This design comes from an exercise in tuning for small area, a short achievable clock period and few clock cycles per item on the open sky130 flow, not from production work.
In this exercise RTL edits were held to simulation tests only and were not proved equivalent to the original.
No activity file was given, so power comes from the tool's default toggle rates.

// linear
module linear (
	clk,
	rst,
	start,
	ready,
	done,
	p__arg0_0_0,
	p__arg0_0_1,
	p__arg0_0_10,
	p__arg0_0_2,
	p__arg0_0_3,
	p__arg0_0_4,
	p__arg0_0_5,
	p__arg0_0_6,
	p__arg0_0_7,
	p__arg0_0_8,
	p__arg0_0_9,
	p___constant_11x11xf32_0_0,
	p___constant_11x11xf32_0_1,
	p___constant_11x11xf32_0_10,
	p___constant_11x11xf32_0_2,
	p___constant_11x11xf32_0_3,
	p___constant_11x11xf32_0_4,
	p___constant_11x11xf32_0_5,
	p___constant_11x11xf32_0_6,
	p___constant_11x11xf32_0_7,
	p___constant_11x11xf32_0_8,
	p___constant_11x11xf32_0_9,
	p___constant_11x11xf32_10_0,
	p___constant_11x11xf32_10_1,
	p___constant_11x11xf32_10_10,
	p___constant_11x11xf32_10_2,
	p___constant_11x11xf32_10_3,
	p___constant_11x11xf32_10_4,
	p___constant_11x11xf32_10_5,
	p___constant_11x11xf32_10_6,
	p___constant_11x11xf32_10_7,
	p___constant_11x11xf32_10_8,
	p___constant_11x11xf32_10_9,
	p___constant_11x11xf32_1_0,
	p___constant_11x11xf32_1_1,
	p___constant_11x11xf32_1_10,
	p___constant_11x11xf32_1_2,
	p___constant_11x11xf32_1_3,
	p___constant_11x11xf32_1_4,
	p___constant_11x11xf32_1_5,
	p___constant_11x11xf32_1_6,
	p___constant_11x11xf32_1_7,
	p___constant_11x11xf32_1_8,
	p___constant_11x11xf32_1_9,
	p___constant_11x11xf32_2_0,
	p___constant_11x11xf32_2_1,
	p___constant_11x11xf32_2_10,
	p___constant_11x11xf32_2_2,
	p___constant_11x11xf32_2_3,
	p___constant_11x11xf32_2_4,
	p___constant_11x11xf32_2_5,
	p___constant_11x11xf32_2_6,
	p___constant_11x11xf32_2_7,
	p___constant_11x11xf32_2_8,
	p___constant_11x11xf32_2_9,
	p___constant_11x11xf32_3_0,
	p___constant_11x11xf32_3_1,
	p___constant_11x11xf32_3_10,
	p___constant_11x11xf32_3_2,
	p___constant_11x11xf32_3_3,
	p___constant_11x11xf32_3_4,
	p___constant_11x11xf32_3_5,
	p___constant_11x11xf32_3_6,
	p___constant_11x11xf32_3_7,
	p___constant_11x11xf32_3_8,
	p___constant_11x11xf32_3_9,
	p___constant_11x11xf32_4_0,
	p___constant_11x11xf32_4_1,
	p___constant_11x11xf32_4_10,
	p___constant_11x11xf32_4_2,
	p___constant_11x11xf32_4_3,
	p___constant_11x11xf32_4_4,
  ...
Settings: LEC_CHECK=0, CAP_MARGIN=30, CORE_AREA=5 5 555 555, DIE_AREA=0 0 560 560, PLACE_DENSITY=0.7, SETUP_SLACK_MARGIN=5, SLEW_MARGIN=30, TNS_END_PERCENT=100; clock period 8.0 ns.
standard.sh (not shown) runs the stock make flow with config.mk's settings and CLKGATE_MAP_FILE= SYNTH_SCRIPT=/design/flow/synth_recipe.tcl, a recipe that flattens the netlist after the stock synthesis.
==> flow/flow/run.sh <==
#!/bin/bash
# The standard layout, with the port buffers made of the smallest buffer
# cell (sky130_fd_sc_hd__buf_1) instead of the one buffer_ports picks itself.
set -euo pipefail
export BUFFER_PORTS_ARGS="-buffer_cell sky130_fd_sc_hd__buf_1"
bash standard.sh > standard_flow.log 2>&1
Testbench counts at the start, summed over its fixed seeds: cycles 29,600, items 800.
Then changed:
--- a/flow/config.mk
+++ b/flow/config.mk
@@ -6,9 +6,10 @@
 export NUM_CORES = 4
 export LEC_CHECK = 0
-export CAP_MARGIN = 30
+export ABC_AREA = 1
+export CAP_MARGIN = 10
 export CORE_AREA = 5 5 555 555
 export DIE_AREA = 0 0 560 560
-export PLACE_DENSITY = 0.7
+export PLACE_DENSITY = 0.8
 export SETUP_SLACK_MARGIN = 5
-export SLEW_MARGIN = 30
+export SLEW_MARGIN = 10
 export TNS_END_PERCENT = 100
What happened: Critical path depth does not change. Sequential power goes down by a few percent. Final cell count goes up by about a fifth. Area after synthesis climbs by a few percent. Via count rose by roughly a tenth. Wire length increases by roughly a tenth. Final area rose slightly. Worst hold slack got worse by 0.0033 ns.

[afterwards: timing with drivers on the ports]
The results above use ideal ports. As a check the final layouts listed here were re-extracted and re-timed, cells and wires unchanged. Step 1 (the two cells are an assumption about what drives the block):
set clk [get_ports {clk}]
set_driving_cell -lib_cell sky130_fd_sc_hd__clkbuf_16 $clk
set_driving_cell -lib_cell sky130_fd_sc_hd__buf_2 [delete_from_list [all_inputs] $clk]
Step 2, shift: input delay + t, output delay - t, t = (earliest + latest rising clock arrival at the registers) / 2. This alone moves slack from input paths to output paths. Three values: no drivers, after step 1, after step 2; two values: the first two.
run | shift t [ns] | setup WS [ns] | worst setup path at the end | cell pins on the clock port's net
the first run | 0.804 | 4.272 / 4.272 / 4.023 | input to register | 1
the second run | 0.825 | 4.760 / 4.760 / 4.070 | input to register | 1
After both steps every run listed still meets setup and hold. The setup slack of the second run, which loses most, moves by 0.000 ns with the drivers and by -0.690 ns with both steps.
